Background: an optimization exercise with open tools, aiming at small area. Do not read the settings as production practice. Where RTL was checked, it was by simulation tests only, not by an equivalence proof against the original. Only the layout flow was run in run 6; the RTL was not checked for function there. In every run shown here, the design's own scripts or RTL, not TritonCTS, make the clock network. No driver is modelled on the clock port, so clock power and skew are understated where the tree is cut down; a real chip needs a root buffer or a tree. No activity file was given, so power comes from the tool's default toggle rates.

==> design/flow/design.v <==
`timescale 1ns / 1ps
module calc (
    input         clk,
    input         rst,       
    input  [15:0] buttons,   
    output [23:0] bcd,       
    output        neg        
);
  reg [15:0] p;       
  reg [3:0]  k;       
  reg [23:0] X;       
  reg [23:0] R;       
  reg [23:0] W;       
  reg [5:0]  cnt;     
  reg        s;       
  reg        showR;   
  assign bcd = X;
  assign neg = showR & (R[23] | (s & (R != 24'd0)));
  wire [15:0] e = buttons & ~p;
  reg [3:0] kc;
  always @* begin
    if      (e[3])  kc = 4'd0;
    else if (e[7])  kc = 4'd1;
    else if (e[6])  kc = 4'd2;
    else if (e[5])  kc = 4'd3;
    else if (e[11]) kc = 4'd4;
    else if (e[10]) kc = 4'd5;
    else if (e[9])  kc = 4'd6;
    else if (e[15]) kc = 4'd7;
    else if (e[14]) kc = 4'd8;
    else if (e[13]) kc = 4'd9;
    else if (e[2])  kc = 4'd10;
    else if (e[1])  kc = 4'd11;
    else if (e[0])  kc = 4'd12;
    else if (e[4])  kc = 4'd13;
    else if (e[8])  kc = 4'd14;
    else            kc = 4'd15;
  end
  wire isdig = ~(k[3] & (k[2] | k[1]));
  wire isbs  = (k == 4'd10);
  wire isdiv = (k == 4'd15);
  function lt(input [5:0] a, input [5:0] b);
    integer j;
    reg r;
    begin
      r = 1'b0;
      for (j = 0; j < 6; j = j + 1)
        r = (~a[j] & b[j]) | (~(a[j] ^ b[j]) & r);
      lt = r;
    end
  endfunction
  localparam A0 = 2'd0, AK = 2'd1, AR = 2'd2, AW = 2'd3;
  reg [1:0] as;
  reg xe, za, g, inv, b10, dd;
  reg rshl, rinw, wshl, wlx, wrot;
  reg flips, sets;
  wire arith = ~isdig & ~isbs;         
  wire sub   = (k == 4'd13);
  wire loop  = ~cnt[5] & (cnt[4] | cnt[3]);
  wire ddph  = cnt[5] & (cnt[4] | cnt[3]);
  wire skip  = (cnt == 6'd1) & isdig & ~(showR | X[23:20] == 4'd0);
  always @* begin
    as = A0; xe = 1'b1; za = 1'b0; g = 1'b0; inv = 1'b0; b10 = 1'b0; dd = 1'b0;
    rshl = 1'b0; rinw = 1'b0; wshl = 1'b0; wlx = 1'b0; wrot = 1'b0;
    flips = 1'b0; sets = 1'b0;
    if (rst) begin
      za = 1'b1; rshl = 1'b1; wlx = 1'b1;
    end else if (cnt == 6'd0 || skip) begin
      xe = 1'b0;   
    end else if (loop) begin
      rshl = 1'b1;
      if (isdig) begin
        as = cnt[4] & cnt[3] & cnt[2] ? AK : A0;
        g = cnt[4] & cnt[3] & cnt[2] & ~cnt[0];
      end else if (isbs) begin
        as = AW; g = 1'b1; b10 = 1'b1; inv = ~X[23]; wshl = 1'b1;
      end else if (isdiv) begin
        as = AR; g = 1'b1; inv = ~X[23];
      end else if (k[1]) begin
        g = R[23] & k[2];   
      end else begin
        as = AR; g = (cnt[4:0] == 5'd31); inv = (sub ^ s) & g;
      end
    end else if (ddph) begin
      dd = 1'b1; as = isdiv ? AR : AW; wshl = 1'b1; wrot = ~arith;
      rshl = 1'b1; rinw = arith & ~isdiv;
    end else if (cnt[5] & (cnt[2:0] == 3'd1)) begin
      g = 1'b1; inv = W[23];
    end else begin
      za = 1'b1;
      if (cnt[5]) begin
        wlx = (cnt[2:0] == 3'd2) | ((cnt[2:0] == 3'd0) & ~(isbs | isdiv));
        flips = (cnt[2:0] == 3'd0) & X[23] & ~(isbs | isdiv);
      end else
        sets = isdiv & R[23];
    end
  end
  reg a0;
  always @* begin
    case (as)
      AK: a0 = cnt[1] ? (cnt[0] ? k[0] : k[1]) : (cnt[0] ? k[2] : k[3]);   
      AR: a0 = R[23];
      AW: a0 = W[23];
      default: a0 = 1'b0;
    endcase
  end
  wire [23:0] ddb;
  genvar i;
  generate
    for (i = 0; i < 6; i = i + 1) begin : ddm
      wire m = dd & (X[4*i+3] | (X[4*i+2] & (X[4*i+1] | X[4*i])));
      assign ddb[4*i+:4] = {1'b0, m, m, 1'b0};
    end
  endgenerate
  wire [23:0] bop = (((b10 ? 24'd10 : W) & {24{g}}) | ddb) ^ {24{inv}};
  wire [23:0] aop = {X[22:0] & {23{~za}}, a0};
  wire [24:0] c;
  wire [23:0] sum;
  assign c[0] = inv;
  generate
    for (i = 0; i < 24; i = i + 1) begin : fa
      assign sum[i] = aop[i] ^ bop[i] ^ c[i];
      assign c[i+1] = (aop[i] & bop[i]) | (c[i] & (aop[i] ^ bop[i]));
    end
  endgenerate
  wire q = ~sum[23];
  wire [5:0] cinc;
  wire [6:0] cc;
  assign cc[0] = 1'b1;
  generate
    for (i = 0; i < 6; i = i + 1) begin : inc
      assign cinc[i] = cnt[i] ^ cc[i];
      assign cc[i+1] = cnt[i] & cc[i];
    end
  endgenerate
  wire rin = rst ? 1'b0 : ddph ? (rinw ? W[23] : R[23]) : (isdiv ? q : R[23]);
  always @(posedge clk) begin
    p <= rst ? 16'd0 : buttons;
    if (rst) begin
      cnt <= 6'd0;
      s <= 1'b0;
      showR <= 1'b0;
    end else begin
      if (cnt == 6'd0) begin
        if (e != 16'd0) begin
          k <= kc;
          cnt <= 6'd1;
        end
      end else
        cnt <= skip ? 6'd0 : cinc;
      if (cnt == 6'd32 && isdiv && R[23] && R[22]) k[0] <= 1'b0;   
      if (cnt == 6'd63) showR <= arith;
      if (flips) s <= ~s;
      if (sets) s <= 1'b1;
    end
    if (xe) X <= sum;
    if (rshl) R <= {R[22:0], rin};
    if (wlx) W <= X;
    else if (wshl) W <= {W[22:0], dd ? (wrot & W[23]) : q};
  end
endmodule
==> design/flow/flow/run.sh <==
#!/bin/bash
# The standard layout (the standard.sh: unchanged synthesis, floorplan,
# power grid, placement and routing), with these changes:
# - the port buffers that placement inserts are buf_1 cells;
# - before the CTS step, flow/mancts.tcl sets combinational cells to drive
#   strength 1 and makes the clock tree by hand: one clkbuf_16 per group
#   of flip-flops, all driven by the clock port (TritonCTS is skipped).
# The make output goes to standard.log; each step's own log stays under
# orfs/logs/.
set -euo pipefail
export BUFFER_PORTS_ARGS="-buffer_cell sky130_fd_sc_hd__buf_1"
export PRE_CTS_TCL="$(pwd)/flow/mancts.tcl"
bash standard.sh > standard.log 2>&1
==> design/flow/flow/mancts.tcl <==
# Run before the CTS step (PRE_CTS_TCL).
# 1. Combinational cells that synthesis gave a drive strength above 1 are
#    set back to their smallest drive strength (the slack is large; the
#    global-route step repairs any slew or load limit this breaks).
#    Flip-flops and buffers of the clock tree are left as they are.
set mancts_ngroups 4
set mancts_buf sky130_fd_sc_hd__clkbuf_16

proc mancts_downsize {} {
  set db [ord::get_db]
  set block [ord::get_db_block]
  set n 0
  foreach inst [$block getInsts] {
    set name [[$inst getMaster] getName]
    if {![regexp {^(sky130_fd_sc_hd__[a-z0-9]+)_([0-9]+)$} $name -> base size]} { continue }
    if {$size <= 1} { continue }
    if {[regexp {df|dl|clkbuf|tap|fill|decap|conb} $base]} { continue }
    foreach s {1 0} {
      set m [$db findMaster ${base}_$s]
      if {$m != "NULL" && $m != ""} {
        $inst swapMaster $m
        incr n
        break
      }
    }
  }
  puts "mancts: $n cells set to drive strength 1"
}

proc mancts_build {ngroups bufname} {
  set block [ord::get_db_block]
  set clk_net [$block findNet clk]
  set sinks {}
  foreach it [$clk_net getITerms] {
    set loc [[$it getInst] getLocation]
    lappend sinks [list $it [lindex $loc 0] [lindex $loc 1]]
  }
  set sorted [lsort -integer -index 1 $sinks]
  set n [llength $sorted]
  set groups {}
  if {$ngroups == 4} {
    set h [expr {$n / 2}]
    foreach half [list [lrange $sorted 0 [expr {$h - 1}]] [lrange $sorted $h end]] {
      set s2 [lsort -integer -index 2 $half]
      set m [expr {[llength $s2] / 2}]
      lappend groups [lrange $s2 0 [expr {$m - 1}]] [lrange $s2 $m end]
    }
  } else {
    for {set g 0} {$g < $ngroups} {incr g} {
      set a [expr {$g * $n / $ngroups}]
      set b [expr {($g + 1) * $n / $ngroups - 1}]
      lappend groups [lrange $sorted $a $b]
    }
  }
  set master [[ord::get_db] findMaster $bufname]
  set i 0
  foreach grp $groups {
    set buf [odb::dbInst_create $block $master "mancts_buf_$i"]
    set net [odb::dbNet_create $block "mancts_net_$i"]
    $net setSigType CLOCK
    set sx 0
    set sy 0
    foreach s $grp {
      set sx [expr {$sx + [lindex $s 1]}]
      set sy [expr {$sy + [lindex $s 2]}]
    }
    set cx [expr {$sx / [llength $grp]}]
    set cy [expr {$sy / [llength $grp]}]
    $buf setLocation $cx $cy
    $buf setPlacementStatus PLACED
    [$buf findITerm A] connect $clk_net
    [$buf findITerm X] connect $net
    foreach s $grp {
      set it [lindex $s 0]
      $it disconnect
      $it connect $net
    }
    puts "mancts: buffer $i drives [llength $grp] sinks at ($cx, $cy)"
    incr i
  }
}

mancts_downsize
mancts_build $mancts_ngroups $mancts_buf
rename clock_tree_synthesis mancts_orig_cts
proc clock_tree_synthesis {args} {
  puts "mancts: clock_tree_synthesis $args skipped"
}
==> design/flow/standard.sh <==
#!/bin/bash
# synth_recipe.tcl (not shown) runs the flow's synth.tcl, then flattens the netlist and writes it again
# the make line also repeats each setting of config.mk as NAME=value (left out here)
make -C /OpenROAD-flow-scripts/flow DESIGN_CONFIG=/design/flow/config.mk WORK_HOME=/design/flow/orfs CLKGATE_MAP_FILE= SYNTH_SCRIPT=/design/flow/synth_recipe.tcl "${@:-finish}"
==> design/flow/config.mk <==
export PLATFORM = sky130hd
export DESIGN_NAME = calc
export DESIGN_NICKNAME = calc
export VERILOG_FILES = /design/flow/design.v
export SDC_FILE = /design/flow/constraint.sdc
export NUM_CORES = 4
export LEC_CHECK = 0
export CAP_MARGIN = 20
export CORE_MARGIN = 2
export CORE_UTILIZATION = 70
export SLEW_MARGIN = 20
==> design/flow/constraint.sdc <==
create_clock -name core_clock -period 150.0 [get_ports {clk}]
set_input_delay 30.0000 -clock core_clock [delete_from_list [all_inputs] [get_ports {clk}]]
set_output_delay 30.0000 -clock core_clock [all_outputs]
set_load 0.01 [all_outputs]
==> results of run 1 <==
synth_stat cells (4+ instances only):
master,count
edfxtp_1,76
nand2_1,52
inv_1,42
a21oi_1,31
o21ai_0,25
dfxtp_1,24
xor2_1,23
fa_1,22
nor2_1,21
mux2_2,17
nor2b_1,17
nand2b_1,11
clkbuf_1,10
nand3_1,9
xnor2_1,8
and2_1,7
ha_1,7
mux2i_1,5
nand4_1,5
nor3_1,5
nor4_1,5
and3_1,4
buf_4,4
cells by family after synthesis:
kind of cell / share of synthesized area (%)
buffers and inverters: 4.56
multiplexers: 4.49
AND/OR/NAND/NOR: 14.4
flip-flops: 51.4
XOR/XNOR: 5.05
AO/OA/AOI/OAI: 10.2
adder cells (fa/ha/maj): 9.83
power breakdown:
group / total, mW / switching, mW / internal [mW]
combinational: 0.00870 / 0.00561 / 0.00309
sequential: 0.0361 / 0.00264 / 0.0335
clock: 0.0115 / 0.00664 / 0.00491
total: 0.0564 / 0.0149 / 0.0415
layer usage:
layer  vias up  GRT usage [%]  part of all wire [%]
li1       1738              -                     -
met1      1806           38.5                    44
met2       147           43.6                    48
met3        14           1.31                   6.0
met4         0           2.78                   1.3
met5         -              0                     0
flip-flops by register name, indices dropped and copies added, names as in the netlist:
signal	cells
W	24
k	4
p	16
s	1
R	24
cnt	6
showR	1
X	24
final timing paths:
| path | cells after the start | to | from |
|---|---|---|---|
| max | 35 | R[0] | rst |
| min | 0 | R[19] | R[18] |
| max reg2reg | 34 | R[0] | X[23] |
| min reg2reg | 0 | R[19] | R[18] |
worst max-delay path: cells and delay by family:
family,cells,cell delay [ps]
multiplexers,1,170
XOR/XNOR,2,500
buffers and inverters,5,890
adder cells (fa/ha/maj),22,8950
AND/OR/NAND/NOR,2,860
AO/OA/AOI/OAI,3,500
cell usage in the layout (no fill, tap or decap), drive strengths merged, types with 3 or more instances in the layout:
cell and instances:
and2 8, o2bb2ai 3, xor2 23, nand2b 11
nor2b 17, and3 4, clkbuf 7, nand3 9
dfxtp 24, nor3 6, o21ai 27, a31oi 3
mux2i 5, edfxtp 76, inv 42, a21oi 32
mux2 17, nor4 5, buf 43, ha 7
xnor2 8, nand4 5, nand2 53, nor2 22
fa 22, and4 3
stage by stage:
step	std cells	setup slack, ps
after floorplan	482	109660
after detailed placement	609	108360
after CTS	613	107280
final	613	108010
after global placement	609	108750
after global routing	613	107490
cell type report:
class	count	area, µm²	share of cell area [%]
multi-input combinational	322	2340	41.3
sequential	100	2760	48.8
tap	99	124	2.19
timing repair buffer	46	176	3.12
buffer	4	100	1.77
inverter	42	158	2.79
==> impl_metrics.toml, run 1 <==
[run_status]
status = "finished clean"

[job]
maxCapViolCount = 0

[sta]
worstMarginPinSlew_ps = 1100
timing.final.crit_period_ps = 41990
setup_viol = 0
holdWs_ps = 463
slew_violations = 0
rsz0062_at_grt = "no"
skew_ps = 7.29
max_slew_margin_pct = 26.7
fmax_ghz = 0.0238
period_share_pct = 28.0
tns_ps = 0
hold_viol = 0

[synthesis]
synth_area_per_cell_um2 = 11.1
ys_seq_area_share_pct = 51.4
ys_seq_elements = 100
synth_nets = 529
synth-edff-count = 76
yosysWarnings = 1
synthDistinctLibCells = 60
synth_top_area_cell = "edfxtp_1"
synth_area_leaders = "edfxtp_1 (42%), dfxtp_1 (8.9%), fa_1 (8.2%), xor2_1 (3.7%), nand2_1 (3.6%)"
yosysTopAreaCellShare_pct = 42.5
synthFlopType = "edfxtp_1"
syn_inst = 482
synthArstFlopShare_pct = 0
netlist_area_mm2 = 0.00537

[worst_hold_path]
hold_path_class = "reg2reg"

[worst_setup_path]
rrSetupSlack_ps = 137200
path_class = "in2reg"
slowest_stage = "and2b_1"
start_kind = "input port"
critical_path.max_fanout = 29
end_kind = "flip-flop"
cp.arrival_ps = 41900
critPathMostFrequentCell = "fa_1"
cp_slowest_stage_delay_ps = 640
required_ps = 149910

[drt]
vias = 3705
detail-route-antenna-nets = 0
routed_via_density = 6.04
totalWireLength_um = 10400
first_pass_iters = 5
first_iter_violations = 380
wire_per_inst_um = 17.0
route.detailed.drc = 0

[floorplan]
fp.dieW_um = 91.6
dieArea_mm2 = 0.00839
num_rows = 31
start_util_pct = 73.3
die-height_um = 91.6
core_mm2 = 0.00733
io_pins = 43

[grt]
grt_pass1_vias = 3509
antenna_found_initial = 0
grt-ovfl-total = 0
track_usage_pct = 25.6
grt_start_max_net_pins = 33
grt_pass1_wl_um = 17300

[placed_design]
dp_hpwl_um = 7430
placed_area_mm2 = 0.00560
io_buffers = 42
gp_congestion = 0.930

[finish]
area_growth_pct = 5.36
diodes = 0
fin_nets = 563
final_util_pct = 77.2
drive_gt1_share_pct = 1.75
fin_area_mm2 = 0.00566
fillerInstances = 491

[power]
p_per_area_mw_per_mm2 = 9.96
power.total_mw = 0.0564
p_leak_nw = 2.08
ir_worst_vdd_v = 0.00000961

[cts]
cts_hold_buf = 0
path_clk_slew_ps = 90
cts-resized-gates = 0
worstSkewPairLatency_ps = 160
post-cts-setup-buffer-count = 0
==> run 2: changes to the inputs <==
--- a/design/flow/flow/mancts.tcl
+++ b/design/flow/flow/mancts.tcl
@@ -4,5 +4,5 @@
 #    global-route step repairs any slew or load limit this breaks).
 #    Flip-flops and buffers of the clock tree are left as they are.
-set mancts_ngroups 4
+set mancts_ngroups 3
 set mancts_buf sky130_fd_sc_hd__clkbuf_16
 
==> impl_metrics.toml, run 2 <==
[synthesis]
yosysMostFrequentCell = "edfxtp_1"
ys_seq_elements = 100
synth_area_per_cell_um2 = 11.1
synth_top_area_cell = "edfxtp_1"
synthFlopType = "edfxtp_1"
netlist_area_mm2 = 0.00537
synthArstFlopShare_pct = 0
synth_area_leaders = "edfxtp_1 (42%), dfxtp_1 (8.9%), fa_1 (8.2%), xor2_1 (3.7%), nand2_1 (3.6%)"
ys_top_cells_by_count = "edfxtp_1 (76), nand2_1 (52), inv_1 (42)"
yosysTopAreaCellShare_pct = 42.5
yosysWarnings = 1
ys_seq_area_share_pct = 51.4
synthDistinctLibCells = 60
synth_nets = 529
syn_inst = 482
synth-edff-count = 76

[sta]
fmax_ghz = 0.0238
setup_viol = 0
timing.final.crit_period_ps = 41950
skew_ps = 18.0
hold_viol = 0
max_slew_margin_pct = 32.1
rsz0062_at_grt = "no"
worstMarginPinSlew_ps = 1020
slew_violations = 0
setup_ws_ps = 108050
period_share_pct = 28.0
tns_ps = 0

[floorplan]
start_util_pct = 73.3
die-height_um = 91.6
num_rows = 31
fp.dieW_um = 91.6
io_pins = 43
core_mm2 = 0.00733
dieArea_mm2 = 0.00839

[cts]
path_clk_slew_ps = 120
cts_hold_buf = 0
worstSkewPairLatency_ps = 180
post-cts-setup-buffer-count = 0
cts-resized-gates = 0

[worst_setup_path]
r2r_start = "X[22]"
critical_path.max_fanout = 29
rr_endpoint = "R[0]"
slowest_stage = "and2b_1"
required_ps = 149930
end_kind = "flip-flop"
cp.arrival_ps = 41880
ff2ff_path_depth = 34
start_kind = "input port"
rrSetupSlack_ps = 137200
critPathMostFrequentCell = "fa_1"
path_class = "in2reg"
cp_slowest_stage_delay_ps = 630

[finish]
final_util_pct = 76.9
diodes = 0
most-common-layout-cells = "edfxtp_1 (76), nand2_1 (51), buf_1 (43), inv_1 (42), a21oi_1 (32)"
reg.largest.list = "R x24, W x24, X x24"
final_common_cell = "edfxtp_1"
drive_gt1_share_pct = 1.56
fin_area_mm2 = 0.00564
fillerInstances = 495
area_growth_pct = 4.89
fin_nets = 562

[placed_design]
post-place-ws_ps = 108360
dp_hpwl_um = 7430
io_buffers = 42
gp_congestion = 0.930
placed_area_mm2 = 0.00560

[worst_hold_path]
hp-start = "R[20]"
whs_path_depth = 0
hold_path_end = "R[21]"
hold_path_class = "reg2reg"

[drt]
totalWireLength_um = 10400
routed_via_density = 6.08
wire_per_inst_um = 17.0
route.detailed.drc = 0
first_pass_iters = 5
vias = 3718
first_iter_violations = 399
detail-route-antenna-nets = 0

[power]
ir_worst_vdd_v = 0.0000142
p_leak_nw = 2.07
p_per_area_mw_per_mm2 = 9.77

[grt]
track_usage_pct = 25.1
grt_start_max_net_pins = 35
grt_pass1_vias = 3541
grt_pass1_wl_um = 17100
antenna_found_initial = 0
grt-ovfl-total = 0

[job]
maxCapViolCount = 0

[run_status]
status = "finished clean"
run 2: cell count changes in the layout (fill, tap and decap cells not counted):
cell,change
clkbuf_16,-1
run 2: critical path: cells and delay by family:
family | cells | cell delay [ps]
adder cells (fa/ha/maj) | 22 | 8950
AO/OA/AOI/OAI | 3 | 510
AND/OR/NAND/NOR | 2 | 850
multiplexers | 1 | 170
XOR/XNOR | 2 | 490
buffers and inverters | 5 | 910
run 2: worst max path at each step:
stage | start | endpoint | slack [ps] | cells past startpoint
global route | rst | R[0] | 107560 | 35
detailed placement | rst | R[0] | 108360 | 35
finish | rst | R[0] | 108050 | 35
global placement | rst | R[0] | 108750 | 35
CTS | rst | R[0] | 107260 | 34
floorplan | rst | R[0] | 109660 | 31
run 2: metrics by stage:
stage	power, mW	hold WS, ps	std cells
final	0.0551	470	612
after global routing	0.0574	482	612
after CTS	0.0531	441	612
after detailed placement	0.0457	441	609
after global placement	0.0452	431	609
after floorplan	0.0421	427	482
run 2: cell type report:
cell class | instances | area [µm²] | area share, %
multi-input cells | 322 | 2340 | 41.5
well taps | 99 | 124 | 2.20
repair buffers | 46 | 176 | 3.13
flip-flops and latches | 100 | 2760 | 49.0
plain buffers | 3 | 75.1 | 1.33
inverters | 42 | 158 | 2.80
run 2: power breakdown:
group / internal [mW] / switching (mW)
sequential: 0.0335 / 0.00266
clock: 0.00374 / 0.00650
combinational: 0.00309 / 0.00561
total: 0.0403 / 0.0148
run 2: cells by family after synthesis:
group | count (synthesis) | synth area share, %
DFF | 100 | 51.4
AOI/OAI and AO/OA | 88 | 10.2
and+or+nand+nor | 152 | 14.4
muxes | 22 | 4.49
xor gates and xnor gates | 31 | 5.05
buffers and inverters | 60 | 4.56
adders and majority gates | 29 | 9.83
run 2: metal layers:
metal	global-route usage (%)	part of all wire (%)	up-vias	routed length [µm]
li1	-	-	1739	-
met4	3.79	1.9	0	197
met1	36.7	44	1809	4570
met2	43.2	48	153	5010
met3	1.40	6.3	17	658
met5	0	0	-	0
==> run 3: changes to the inputs <==
--- a/design/flow/design.v
+++ b/design/flow/design.v
@@ -7,5 +7,5 @@
     output        neg        
 );
-  reg [15:0] p;       
+  reg [15:0] pn;      
   reg [3:0]  k;       
   reg [23:0] X;       
@@ -15,7 +15,8 @@
   reg        s;       
   reg        showR;   
+  reg        n;       
   assign bcd = X;
-  assign neg = showR & (R[23] | (s & (R != 24'd0)));
-  wire [15:0] e = buttons & ~p;
+  assign neg = n;
+  wire [15:0] e = buttons & pn;   
   reg [3:0] kc;
   always @* begin
@@ -136,10 +137,12 @@
   wire rin = rst ? 1'b0 : ddph ? (rinw ? W[23] : R[23]) : (isdiv ? q : R[23]);
   always @(posedge clk) begin
-    p <= rst ? 16'd0 : buttons;
+    pn <= ~buttons | {16{rst}};   
     if (rst) begin
       cnt <= 6'd0;
       s <= 1'b0;
       showR <= 1'b0;
+      n <= 1'b0;
     end else begin
+      if (ddph) n <= (n & (cnt != 6'd40)) | (arith & rin & (s | (cnt == 6'd40)));
       if (cnt == 6'd0) begin
         if (e != 16'd0) begin
--- a/design/flow/flow/mancts.tcl
+++ b/design/flow/flow/mancts.tcl
@@ -4,5 +4,5 @@
 #    global-route step repairs any slew or load limit this breaks).
 #    Flip-flops and buffers of the clock tree are left as they are.
-set mancts_ngroups 3
+set mancts_ngroups 4
 set mancts_buf sky130_fd_sc_hd__clkbuf_16
 
==> impl_metrics.toml, run 3 <==
[run_status]
status = "finished clean"

[worst_setup_path]
required_ps = 149880
r2r_start = "X[22]"
cp.arrival_ps = 42250
critPathMostFrequentCell = "fa_1"
path_class = "in2reg"
cp_slowest_stage_delay_ps = 660
critical_path.max_fanout = 23
end_kind = "flip-flop"
slowest_stage = "and2b_1"
start_kind = "input port"
crit_start = "rst"

[placed_design]
post-place-ws_ps = 107570
io_buffers = 42
gp_congestion = 0.892
dp_hpwl_um = 6980

[synthesis]
yosysMostFrequentCell = "nand2_1"
synth-edff-count = 76
syn_inst = 497
synth_area_per_cell_um2 = 10.5
netlist_area_mm2 = 0.00524
synthFlopType = "edfxtp_1"
synth_top_area_cell = "edfxtp_1"
synthDistinctLibCells = 62
synth_area_leaders = "edfxtp_1 (44%), dfxtp_1 (9.6%), nand2_1 (9.2%), fa_1 (8.4%), xnor2_1 (4.0%)"
ys_seq_area_share_pct = 53.1
ys_seq_elements = 101
ys_top_cells_by_count = "nand2_1 (128), edfxtp_1 (76), inv_1 (37)"
yosysWarnings = 1
synthArstFlopShare_pct = 0
synth_nets = 544
yosysTopAreaCellShare_pct = 43.6

[power]
ir_worst_vdd_v = 0.0000108
p_per_area_mw_per_mm2 = 10.1
p_leak_nw = 2.10

[floorplan]
io_pins = 43
start_util_pct = 72.2
fp.dieW_um = 90.5
die-height_um = 90.5
dieArea_mm2 = 0.00819
core_mm2 = 0.00725
num_rows = 31

[grt]
grt-ovfl-total = 0
antenna_found_initial = 0
track_usage_pct = 25.1
grt_pass1_wl_um = 17000
grt_pass1_vias = 3643
grt_start_max_net_pins = 33

[sta]
timing.final.crit_period_ps = 42370
setup_viol = 0
worstMarginPinSlew_ps = 989
rsz0062_at_grt = "no"
period_share_pct = 28.2
hold_viol = 0
max_slew_margin_pct = 34.1
skew_ps = 12.0
fmax_ghz = 0.0236
setup_ws_ps = 107630
slew_violations = 0
tns_ps = 0

[drt]
first_iter_violations = 212
first_pass_iters = 5
route.detailed.drc = 0
vias = 3625
wire_per_inst_um = 15.9
detail-route-antenna-nets = 0
routed_via_density = 5.78
totalWireLength_um = 9970

[cts]
path_clk_slew_ps = 100
cts_hold_buf = 0
worstSkewPairLatency_ps = 160
cts-resized-gates = 0
post-cts-setup-buffer-count = 0

[finish]
most-common-layout-cells = "nand2_1 (127), edfxtp_1 (76), buf_1 (43), inv_1 (37)"
reg.largest.list = "R x24, W x24, X x24"
fin_nets = 577
final_common_cell = "nand2_1"
diodes = 0
drive_gt1_share_pct = 1.52
area_growth_pct = 5.52

[worst_hold_path]
hold_path_class = "reg2reg"
hp-start = "R[13]"

[job]
maxCapViolCount = 0
-- run 3: kinds of logic (layout without fill, tap and decap cells) --
kind of cell             count (synthesis)  after routing  synth area share [%]
XOR/XNOR                                26             26                  4.35
AND/OR/NAND/NOR                        193            193                  16.1
AO/OA/AOI/OAI                           86             86                  10.8
flip-flops                             101            101                  53.1
multiplexers                             5              5                  1.31
buffers and inverters                   57             88                  4.23
adder cells (fa/ha/maj)                 29             29                  10.1
-- run 3: worst paths after layout --
check	to	slack (ps)	depth (start not counted)
max	R[0]	107630	34
min	R[14]	420	0
max reg2reg	R[0]	136820	34
min reg2reg	R[14]	420	0
-- run 3: power by group --
group,internal (mW),switching [mW]
Combinational,0.00282,0.00569
Sequential,0.0337,0.00244
Clock,0.00490,0.00649
-- run 3: per-stage QoR --
| stage | total power, mW | cells | instance area (µm²) | util (%) | hold WS (ps) |
|---|---|---|---|---|---|
| floorplan | 0.0421 | 497 | 5240 | - | 400 |
| global placement | 0.0452 | 623 | 5480 | 75.6 | 403 |
| detailed placement | 0.0455 | 623 | 5480 | 75.6 | 405 |
| CTS | 0.0541 | 627 | 5520 | 76.1 | 405 |
| global route | 0.0586 | 627 | 5530 | 76.2 | 436 |
| finish | 0.0560 | 627 | 5530 | 76.2 | 421 |
-- run 3: critical path, delay by kind of cell --
family                   cells  cell delay, ps
buffers and inverters        3             920
AND/OR/NAND/NOR              2             860
XOR/XNOR                     1             200
adder cells (fa/ha/maj)     22            8530
AO/OA/AOI/OAI                5            1360
multiplexers                 1             380
-- run 3: metal layers --
| metal | vias to the layer above | track usage [%] | part of all wire (%) |
|---|---|---|---|
| met5 | - | 0 | 0 |
| met4 | 0 | 6.67 | 2.7 |
| met3 | 26 | 2.17 | 5.9 |
| met2 | 118 | 41.9 | 47 |
| met1 | 1720 | 35.9 | 45 |
| li1 | 1761 | - | - |
-- run 3: cell type report --
cell class,count,area [µm²]
fillers,510,1720
multi-input cells,339,2200
inverters,38,143
flip-flops and latches,101,2780
repair buffers,46,176
plain buffers,4,100
well taps,99,124
==> run 4: changes to the inputs <==
==> design/flow/flow/run.sh (replaced) <==
#!/bin/bash
set -euo pipefail
work="$(pwd)"
export CALC_WORK="$work"
export CALC_ABC_SCRIPT="$work/flow/area.abc"
export BUFFER_PORTS_ARGS="-buffer_cell sky130_fd_sc_hd__buf_1"
export PRE_CTS_TCL="$work/flow/mancts.tcl"
sed "s|SYNTH_SCRIPT=[^ ]*|SYNTH_SCRIPT=$work/flow/synth.tcl|" standard.sh > calc_standard.sh
grep -q "SYNTH_SCRIPT=$work/flow/synth.tcl" calc_standard.sh
bash calc_standard.sh > standard.log 2>&1
==> design/flow/flow/area.abc (new file) <==
&get -n
&st
&deepsyn -T 20
&dch -f
&nf -R 1000 -p
&put
==> design/flow/flow/synth.tcl (new file) <==
# Synthesis: the standard flow's own synthesis script (synth_recipe.tcl in the work
# folder, which runs ORFS's synth.tcl with Yosys's fsm and share passes
# off), unchanged except that the ABC step that maps the logic to cells
# uses flow/area.abc (area-oriented: deep AIG synthesis, then area mapping)
# in place of ORFS's speed script. Flip-flops are mapped before this step,
# so the registers, their names and their cells stay as the standard
# synthesis makes them.
proc abc {args} {
  set i [lsearch -exact $args -script]
  if {$i >= 0} {
    lset args [expr {$i + 1}] $::env(CALC_ABC_SCRIPT)
  }
  yosys abc {*}$args
}
source $::env(CALC_WORK)/synth_recipe.tcl
==> impl_metrics.toml, run 4 <==
[run_status]
status = "finished clean"

[sta]
period_share_pct = 28.9
fmax_ghz = 0.0230
slew_violations = 0
max_slew_margin_pct = 31.1
rsz0062_at_grt = "no"
worstMarginPinSlew_ps = 1030
hold_viol = 0
setup_viol = 0
holdWs_ps = 435
setup_ws_ps = 106610
skew_ps = 8.76
tns_ps = 0
timing.final.crit_period_ps = 43390

[drt]
first_iter_violations = 253
vias = 3344
wire_per_inst_um = 16.9
totalWireLength_um = 9450
routed_via_density = 5.98
detail-route-antenna-nets = 0
route.detailed.drc = 0
first_pass_iters = 4

[synthesis]
synth-edff-count = 76
yosysWarnings = 1
synth_area_leaders = "edfxtp_1 (47%), dfxtp_1 (10%), fa_1 (9.0%), nand2_1 (5.4%), mux2_1 (5.3%)"
synth_nets = 460
ys_seq_elements = 101
synthDistinctLibCells = 40
ys_seq_area_share_pct = 56.8
synthFlopType = "edfxtp_1"
yosysMostFrequentCell = "edfxtp_1"
syn_inst = 413
netlist_area_mm2 = 0.00490
yosysTopAreaCellShare_pct = 46.6
ys_top_cells_by_count = "edfxtp_1 (76), nand2_1 (70), o21ai_0 (38)"
synthArstFlopShare_pct = 0
synth_area_per_cell_um2 = 11.9
synth_top_area_cell = "edfxtp_1"

[grt]
antenna_found_initial = 0
grt_pass1_vias = 3377
grt_pass1_wl_um = 15600
track_usage_pct = 25.5
grt_start_max_net_pins = 31
grt-ovfl-total = 0

[worst_setup_path]
r2r_start = "cnt[4]"
slowest_stage = "nand2_1"
critPathMostFrequentCell = "fa_1"
required_ps = 149990
start_kind = "input port"
crit_start = "rst"
path_class = "in2reg"
cp.arrival_ps = 43370
critical_path.max_fanout = 30
cp_slowest_stage_delay_ps = 1040
end_kind = "flip-flop"

[power]
ir_worst_vdd_v = 0.00000990
p_leak_nw = 1.81
power.total_mw = 0.0752
p_per_area_mw_per_mm2 = 14.2

[finish]
diodes = 0
fillerInstances = 452
area_growth_pct = 8.19
final_common_cell = "edfxtp_1"
multiInputGateArea_mm2 = 0.00202
seq_area_mm2 = 0.00278
fin_nets = 512
drive_gt1_share_pct = 1.51
reg.largest.list = "R x24, W x24, X x24"
most-common-layout-cells = "edfxtp_1 (76), nand2_1 (69), buf_1 (44), o21ai_0 (37), a21oi_1 (29)"

[placed_design]
gp_congestion = 0.952
post-place-ws_ps = 107210
dp_hpwl_um = 6700
io_buffers = 42

[floorplan]
core_mm2 = 0.00679
start_util_pct = 72.2
fp.dieW_um = 87.7
num_rows = 30
dieArea_mm2 = 0.00769
die-height_um = 87.7
io_pins = 43

[cts]
cts-resized-gates = 0
worstSkewPairLatency_ps = 160
post-cts-setup-buffer-count = 0
cts_hold_buf = 0
path_clk_slew_ps = 90

[job]
maxCapViolCount = 0

[worst_hold_path]
hp-start = "R[19]"
hold_path_class = "reg2reg"
==> run 4: changes by cell type after synthesis, sizes merged, moves of 4 or more <==
cell	before	now
mux2	2	23
inv	37	0
nand3	13	9
and2	8	3
a22oi	1	6
xnor2	24	7
clkinv	1	27
clkbuf	12	0
nand2b	4	8
buf	7	0
a31o	4	0
a21oi	25	29
nand2	128	70
o21ai	26	38
==> run 4: final timing paths <==
path	endpoint	slack, ps	depth (start not counted)
worst min register to register	R[20]	430	0
worst min-delay path	R[20]	430	0
worst max register to register	R[0]	136810	36
worst max-delay path	R[0]	106610	39
==> run 4: report_power, final <==
part           internal, mW  switching (mW)
sequential           0.0383         0.00587
clock               0.00489         0.00626
combinational       0.00731          0.0126
==> run 4: cell families after synthesis <==
logic type | Yosys count | share of synthesized area (%)
AO/OA/AOI/OAI | 94 | 11.2
XOR/XNOR | 9 | 1.61
adder cells (fa/ha/maj) | 29 | 10.8
buffers and inverters | 27 | 2.07
flip-flops | 101 | 56.8
multiplexers | 24 | 5.74
AND/OR/NAND/NOR | 129 | 11.8
==> run 4: worst max-delay path: cells and delay by family <==
family	cells	cell delay, ps
buf+inv	5	2030
xor+xnor	3	530
fa+ha+maj	22	8520
compound gates	4	620
simple gates	5	1640
==> run 4: metal layers <==
layer | part of all wire, % | vias to the layer above | global-route usage [%]
li1 | - | 1587 | -
met1 | 45 | 1631 | 38.0
met2 | 48 | 111 | 42.1
met3 | 5.0 | 15 | 2.07
met4 | 1.6 | 0 | 5.45
met5 | 0 | - | 0
==> run 4: area by class of cell <==
class,count,share of cell area [%]
Inverter,27,1.91
Sequential cell,101,52.5
Buffer,4,1.89
Timing Repair Buffer,46,3.30
Tap cell,96,2.26
Multi-Input combinational cell,285,38.2
==> run 4: through the flow <==
stage | cell area [µm²] | util, % | cells
CTS | 5300 | 78.0 | 559
global route | 5300 | 78.1 | 559
floorplan | 4900 | - | 413
finish | 5300 | 78.1 | 559
detailed placement | 5210 | 76.7 | 555
global placement | 5210 | 76.7 | 555
==> run 5: changes to the inputs <==
--- a/design/flow/flow/mancts.tcl
+++ b/design/flow/flow/mancts.tcl
@@ -4,5 +4,5 @@
 #    global-route step repairs any slew or load limit this breaks).
 #    Flip-flops and buffers of the clock tree are left as they are.
-set mancts_ngroups 4
+set mancts_ngroups 3
 set mancts_buf sky130_fd_sc_hd__clkbuf_16
 
@@ -47,8 +47,22 @@
     }
   } else {
+    # sectors of equal count around the centre of the flip-flops
+    set cx 0.0
+    set cy 0.0
+    foreach s $sinks {
+      set cx [expr {$cx + [lindex $s 1]}]
+      set cy [expr {$cy + [lindex $s 2]}]
+    }
+    set cx [expr {$cx / $n}]
+    set cy [expr {$cy / $n}]
+    set ang {}
+    foreach s $sinks {
+      lappend ang [concat $s [expr {atan2([lindex $s 2] - $cy, [lindex $s 1] - $cx)}]]
+    }
+    set ang [lsort -real -index 3 $ang]
     for {set g 0} {$g < $ngroups} {incr g} {
       set a [expr {$g * $n / $ngroups}]
       set b [expr {($g + 1) * $n / $ngroups - 1}]
-      lappend groups [lrange $sorted $a $b]
+      lappend groups [lrange $ang $a $b]
     }
   }
==> impl_metrics.toml, run 5 <==
[run_status]
status = "finished clean"

[drt]
totalWireLength_um = 9470
vias = 3351
routed_via_density = 6.01
detail-route-antenna-nets = 0
route.detailed.drc = 0
wire_per_inst_um = 17.0
first_iter_violations = 284
first_pass_iters = 5

[synthesis]
syn_inst = 413
yosysTopAreaCellShare_pct = 46.6
ys_seq_elements = 101
synth_area_leaders = "edfxtp_1 (47%), dfxtp_1 (10%), fa_1 (9.0%), nand2_1 (5.4%), mux2_1 (5.3%)"
synthDistinctLibCells = 40
synth-edff-count = 76
netlist_area_mm2 = 0.00490
synthFlopType = "edfxtp_1"
ys_top_cells_by_count = "edfxtp_1 (76), nand2_1 (70), o21ai_0 (38)"
ys_seq_area_share_pct = 56.8
yosysMostFrequentCell = "edfxtp_1"
synth_nets = 460
yosysWarnings = 1
synth_area_per_cell_um2 = 11.9
synthArstFlopShare_pct = 0
synth_top_area_cell = "edfxtp_1"

[sta]
rsz0062_at_grt = "no"
skew_ps = 10.9
fmax_ghz = 0.0231
setup_viol = 0
worstMarginPinSlew_ps = 1020
period_share_pct = 28.9
tns_ps = 0
timing.final.crit_period_ps = 43330
slew_violations = 0
max_slew_margin_pct = 31.6
holdWs_ps = 441
hold_viol = 0
setup_ws_ps = 106670

[placed_design]
post-place-ws_ps = 107210
dp_hpwl_um = 6700
gp_congestion = 0.952
io_buffers = 42

[worst_setup_path]
path_buf_inv = 5
start_kind = "input port"
required_ps = 150010
slowest_stage = "nand2_1"
path_class = "in2reg"
critical_path.max_fanout = 30
cp_top_family = "adder cells"
end_kind = "flip-flop"
cp.arrival_ps = 43340
critPathMostFrequentCell = "fa_1"
cp_slowest_stage_delay_ps = 1040

[power]
swShare_pct = 33.6
ir_worst_vdd_v = 0.00000892
comb_power_share_pct = 26.9
internal_power_mw = 0.0493
clkPwrFrac_pct = 13.6
p_per_area_mw_per_mm2 = 14.1
p_leak_nw = 1.80
p_switching_mw = 0.0250
seqPwrFrac_pct = 59.4

[grt]
grt-ovfl-total = 0
grt_pass1_vias = 3376
grt_start_max_net_pins = 35
grt_pass1_wl_um = 15600
antenna_found_initial = 0
track_usage_pct = 25.5

[finish]
reg.largest.list = "R x24, W x24, X x24"
drive_gt1_share_pct = 1.30
diodes = 0
fin_nets = 511
area_growth_pct = 7.68
final_common_cell = "edfxtp_1"
final_util_pct = 77.7
most-common-layout-cells = "edfxtp_1 (76), nand2_1 (69), buf_1 (44), o21ai_0 (37), a21oi_1 (29)"

[floorplan]
io_pins = 43
die-height_um = 87.7
start_util_pct = 72.2
num_rows = 30
dieArea_mm2 = 0.00769
fp.dieW_um = 87.7
core_mm2 = 0.00679

[cts]
path_clk_slew_ps = 110
cts_hold_buf = 0
post-cts-setup-buffer-count = 0
cts-resized-gates = 0
worstSkewPairLatency_ps = 180

[worst_hold_path]
hold_path_class = "reg2reg"

[job]
maxCapViolCount = 0
[run 5: changes by cell type in the layout (fill, tap and decap cells not counted)]
cell	before	now
clkbuf_16	4	3
[run 5: final timing paths]
check,from,end,slack [ps],cells after the start
worst max-delay path,rst,R[0],106670,39
worst min-delay path,R[5],R[6],440,0
worst max register to register,cnt[4],R[0],136740,36
worst min register to register,R[5],R[6],440,0
[run 5: cells by family (layout without fill, tap and decap cells)]
kind of cell | count (synthesis) | count (layout) | synth area share, %
flip-flops | 101 | 101 | 56.8
buffers and inverters | 27 | 76 | 2.07
multiplexers | 24 | 24 | 5.74
XOR/XNOR | 9 | 9 | 1.61
AO/OA/AOI/OAI | 94 | 94 | 11.2
adder cells (fa/ha/maj) | 29 | 29 | 10.8
AND/OR/NAND/NOR | 129 | 129 | 11.8
[run 5: final cells by class]
class                   instances  area (µm²)
plain buffers                   3        75.1
fillers                       458        1520
well taps                      96         120
multi-input cells             285        2020
flip-flops and latches        101        2780
inverters                      27         101
repair buffers                 46         175
[run 5: power groups by stage]
| stage | Combinational [mW] | Sequential, mW | Clock [mW] |
|---|---|---|---|
| 2_1_floorplan | 0.0124 | 0.0442 | 0 |
| 3_3_place_gp | 0.0196 | 0.0443 | 0 |
| 3_5_place_dp | 0.0202 | 0.0446 | 0 |
| 4_1_cts | 0.0201 | 0.0448 | 0.00767 |
| 5_1_grt | 0.0226 | 0.0449 | 0.0109 |
| 6_report | 0.0200 | 0.0442 | 0.0101 |
[run 5: through the flow]
stage	area (µm²)	std cells	power, mW
floorplan	4900	413	0.0566
global placement	5210	555	0.0639
detailed placement	5210	555	0.0648
CTS	5270	558	0.0725
global route	5280	558	0.0785
finish	5280	558	0.0743
[run 5: layer usage]
layer,GRT usage [%],part of all wire [%],up-vias
li1,-,-,1587
met1,37.5,44,1613
met2,42.5,48,130
met3,1.79,5.9,21
met4,5.73,1.9,0
met5,0,0,-
==> run 6: changes to the inputs <==
--- a/design/flow/design.v
+++ b/design/flow/design.v
@@ -13,9 +13,8 @@
   reg [23:0] W;       
   reg [5:0]  cnt;     
-  reg        s;       
+  reg        n;       
   reg        showR;   
-  reg        n;       
   assign bcd = X;
-  assign neg = n;
+  assign neg = showR & n;
   wire [15:0] e = buttons & pn;   
   reg [3:0] kc;
@@ -55,5 +54,4 @@
   reg xe, za, g, inv, b10, dd;
   reg rshl, rinw, wshl, wlx, wrot;
-  reg flips, sets;
   wire arith = ~isdig & ~isbs;         
   wire sub   = (k == 4'd13);
@@ -64,5 +62,4 @@
     as = A0; xe = 1'b1; za = 1'b0; g = 1'b0; inv = 1'b0; b10 = 1'b0; dd = 1'b0;
     rshl = 1'b0; rinw = 1'b0; wshl = 1'b0; wlx = 1'b0; wrot = 1'b0;
-    flips = 1'b0; sets = 1'b0;
     if (rst) begin
       za = 1'b1; rshl = 1'b1; wlx = 1'b1;
@@ -81,5 +78,5 @@
         g = R[23] & k[2];   
       end else begin
-        as = AR; g = (cnt[4:0] == 5'd31); inv = (sub ^ s) & g;
+        as = AR; g = (cnt[4:0] == 5'd31); inv = (sub ^ n) & g;
       end
     end else if (ddph) begin
@@ -90,9 +87,6 @@
     end else begin
       za = 1'b1;
-      if (cnt[5]) begin
+      if (cnt[5])
         wlx = (cnt[2:0] == 3'd2) | ((cnt[2:0] == 3'd0) & ~(isbs | isdiv));
-        flips = (cnt[2:0] == 3'd0) & X[23] & ~(isbs | isdiv);
-      end else
-        sets = isdiv & R[23];
     end
   end
@@ -140,9 +134,9 @@
     if (rst) begin
       cnt <= 6'd0;
-      s <= 1'b0;
       showR <= 1'b0;
       n <= 1'b0;
     end else begin
-      if (ddph) n <= (n & (cnt != 6'd40)) | (arith & rin & (s | (cnt == 6'd40)));
+      if (cnt == 6'd32) showR <= n ^ (X[23] & ~isdiv);
+      if (ddph & arith) n <= (n & (cnt != 6'd40)) | (rin & (showR | (cnt == 6'd40)));
       if (cnt == 6'd0) begin
         if (e != 16'd0) begin
@@ -154,6 +148,4 @@
       if (cnt == 6'd32 && isdiv && R[23] && R[22]) k[0] <= 1'b0;   
       if (cnt == 6'd63) showR <= arith;
-      if (flips) s <= ~s;
-      if (sets) s <= 1'b1;
     end
     if (xe) X <= sum;
--- a/design/flow/flow/mancts.tcl
+++ b/design/flow/flow/mancts.tcl
@@ -4,5 +4,5 @@
 #    global-route step repairs any slew or load limit this breaks).
 #    Flip-flops and buffers of the clock tree are left as they are.
-set mancts_ngroups 3
+set mancts_ngroups 4
 set mancts_buf sky130_fd_sc_hd__clkbuf_16
 
@@ -47,22 +47,8 @@
     }
   } else {
-    # sectors of equal count around the centre of the flip-flops
-    set cx 0.0
-    set cy 0.0
-    foreach s $sinks {
-      set cx [expr {$cx + [lindex $s 1]}]
-      set cy [expr {$cy + [lindex $s 2]}]
-    }
-    set cx [expr {$cx / $n}]
-    set cy [expr {$cy / $n}]
-    set ang {}
-    foreach s $sinks {
-      lappend ang [concat $s [expr {atan2([lindex $s 2] - $cy, [lindex $s 1] - $cx)}]]
-    }
-    set ang [lsort -real -index 3 $ang]
     for {set g 0} {$g < $ngroups} {incr g} {
       set a [expr {$g * $n / $ngroups}]
       set b [expr {($g + 1) * $n / $ngroups - 1}]
-      lappend groups [lrange $ang $a $b]
+      lappend groups [lrange $sorted $a $b]
     }
   }
==> impl_metrics.toml, run 6 <==
[run_status]
status = "finished clean"

[synthesis]
synth_area_leaders = "edfxtp_1 (46%), dfxtp_1 (9.8%), fa_1 (8.9%), nand2_1 (6.2%), mux2_1 (5.5%)"
synth_top_family_by_area = "simple AND/OR/NAND/NOR gates"
ys_seq_elements = 100
synth_top_area_cell = "edfxtp_1"
syn_inst = 409
synth_nets = 456
ys_top_cells_by_count = "nand2_1 (81), edfxtp_1 (76), clkinv_1 (28)"
netlist_area_mm2 = 0.00492
synthFlopType = "edfxtp_1"
synth-edff-count = 76
yosysTopAreaCellShare_pct = 46.3
synthSimpleGateAreaFrac_pct = 11.8
yosysWarnings = 1
synth_adder_area_share_pct = 10.7
synthArstFlopShare_pct = 0
synthMuxAreaShare_pct = 6.15
synth_compound_area_share_pct = 9.35
ys_seq_area_share_pct = 56.1
synthDistinctLibCells = 40
yosysMostFrequentCell = "nand2_1"
synthXorXnorAreaFrac_pct = 3.73
synth_area_per_cell_um2 = 12.0

[placed_design]
gp_congestion = 0.898
dp_hpwl_um = 6610
io_buffers = 42
placed_area_mm2 = 0.00523

[drt]
vias = 3261
first_iter_violations = 189
highest_layer = "met4"
totalWireLength_um = 9400
wire_per_inst_um = 16.9
met2_length_um = 4530
route.detailed.drc = 0
route.met3.wl_um = 454
detail-route-antenna-nets = 0
first_pass_iters = 4
met1_length_um = 4160
routed_via_density = 5.88

[worst_setup_path]
start_kind = "input port"
r2r_start = "cnt[3]"
path_class = "in2reg"
critPathMostFrequentCell = "fa_1"
end_kind = "flip-flop"
crit_start = "rst"
cp_slowest_stage_delay_ps = 970
critical_path.max_fanout = 26
required_ps = 149990
rr_endpoint = "W[0]"
slowest_stage = "nand2_1"
cp.arrival_ps = 43330
cp-endpoint = "W[0]"
ff2ff_path_depth = 35
rrSetupSlack_ps = 136790

[job]
maxCapViolCount = 0

[grt]
grt_start_max_net_pins = 29
antenna_found_initial = 0
grt-ovfl-total = 0
grt_pass1_vias = 3253
track_usage_pct = 24.7
grt_pass1_wl_um = 15000

[floorplan]
die-height_um = 87.9
io_pins = 43
dieArea_mm2 = 0.00772
start_util_pct = 72.5
num_rows = 30
core_mm2 = 0.00679
fp.dieW_um = 87.9

[finish]
area_growth_pct = 8.54
most-common-layout-cells = "nand2_1 (81), edfxtp_1 (76), buf_1 (45), clkinv_1 (28)"
final_common_cell = "nand2_1"
fin_nets = 508
reg.largest.list = "R x24, W x24, X x24"
fin_area_mm2 = 0.00535
drive_gt1_share_pct = 1.09
diodes = 0

[power]
ir_worst_vdd_v = 0.0000161
seqPwrFrac_pct = 54.2
p_switching_mw = 0.0324
internal_power_mw = 0.0597
p_per_area_mw_per_mm2 = 17.2
power.total_mw = 0.0921
p_leak_nw = 1.85
swShare_pct = 35.2
comb_power_share_pct = 33.7
clkPwrFrac_pct = 12.1

[sta]
max_slew_margin_pct = 31.7
rsz0062_at_grt = "no"
hold_viol = 0
worstMarginPinSlew_ps = 1020
setup_viol = 0
tns_ps = 0
skew_ps = 9.18
slew_violations = 0
fmax_ghz = 0.0231
holdWs_ps = 426
period_share_pct = 28.9
timing.final.crit_period_ps = 43350

[worst_hold_path]
hold_path_class = "reg2reg"
whs_path_depth = 0

[cts]
cts_hold_buf = 0
worstSkewPairLatency_ps = 160
cts-resized-gates = 0
post-cts-setup-buffer-count = 0
path_clk_slew_ps = 90
## run 6: stage by stage
step	worst slack [ps]	utilization, %	instances
after floorplan	108160	-	409
after global placement	107120	77.0	550
after detailed placement	106650	77.0	550
after CTS	106530	78.3	554
after global routing	106010	78.7	555
final	106660	78.7	555
## run 6: power by group through the flow
stage          Sequential, mW  Combinational, mW  Clock (mW)
3_3_place_gp           0.0503             0.0294           0
4_1_cts                0.0506             0.0302     0.00878
5_1_grt                0.0509             0.0350      0.0120
2_1_floorplan          0.0496             0.0201           0
6_report               0.0499             0.0311      0.0111
3_5_place_dp           0.0504             0.0303           0
## run 6: logic make-up after synthesis
| kind of cell | Yosys count |
|---|---|
| DFF | 100 |
| buffers and inverters | 28 |
| muxes | 26 |
| xor gates and xnor gates | 21 |
| AOI/OAI and AO/OA | 72 |
| and+or+nand+nor | 133 |
| adders and majority gates | 29 |
## run 6: critical path: cells and delay by family
| family | cells | cell delay, ps |
|---|---|---|
| simple gates | 4 | 1630 |
| compound gates | 3 | 560 |
| mux | 1 | 150 |
| fa+ha+maj | 22 | 9160 |
| xor+xnor | 3 | 510 |
| buf+inv | 4 | 1320 |
## run 6: worst min path at each step
stage / start / endpoint
6_report: R[7] / R[8]
5_1_grt: R[7] / R[8]
4_1_cts: R[7] / R[8]
3_5_place_dp: R[7] / R[8]
3_3_place_gp: R[7] / R[8]
2_1_floorplan: R[9] / R[10]
## run 6: cell type report
type / instances / area (µm²)
plain buffers: 4 / 100
fillers: 433 / 1450
inverters: 28 / 105
multi-input cells: 281 / 2060
flip-flops and latches: 100 / 2760
well taps: 96 / 120
repair buffers: 46 / 196
## run 6: layer usage
metal,GRT usage (%),vias up
li1,-,1555
met1,35.2,1567
met2,41.7,115
met3,1.98,24
met4,6.57,0
met5,0,-

-- what the ideal ports hide --
How much do the figures lean on ideal ports? The routed layouts below were timed once more, with nothing changed but the port constraints.
Step 1: set_driving_cell puts a clkbuf_16 on clk and a buf_2 on each other input, an assumption about the parent block.
Step 2 times the ports against the registers' clock, not the clock port: input delays grow and output delays shrink by t, the midpoint of the rising clock arrivals with the driver on.
Slacks: no drivers / after step 1 / after step 2; pairs: no drivers / after step 1.
run	t (ns)	setup WS [ns]	hold WS [ns]	latest minus earliest clock arrival (ns)	worst slew at a driven data input, ns
run 1	0.235	108.009 / 108.068 / 107.833	0.463 / 0.463 / 0.463	0.007 / 0.007	0.03
run 2	0.234	108.052 / 108.091 / 107.856	0.470 / 0.470 / 0.470	0.019 / 0.019	0.03
run 3	0.235	107.631 / 107.693 / 107.457	0.421 / 0.421 / 0.421	0.013 / 0.013	0.03
run 4	0.235	106.613 / 106.669 / 106.433	0.435 / 0.435 / 0.435	0.010 / 0.009	0.03
run 5	0.239	106.666 / 106.704 / 106.465	0.441 / 0.441 / 0.441	0.011 / 0.011	0.03
run 6	0.230	106.655 / 106.713 / 106.483	0.426 / 0.426 / 0.426	0.009 / 0.009	0.03
After both steps setup and hold are still met in every run listed. For run 5, which loses most, drivers alone change the setup slack by +0.038 ns; drivers and shift together by -0.201 ns.
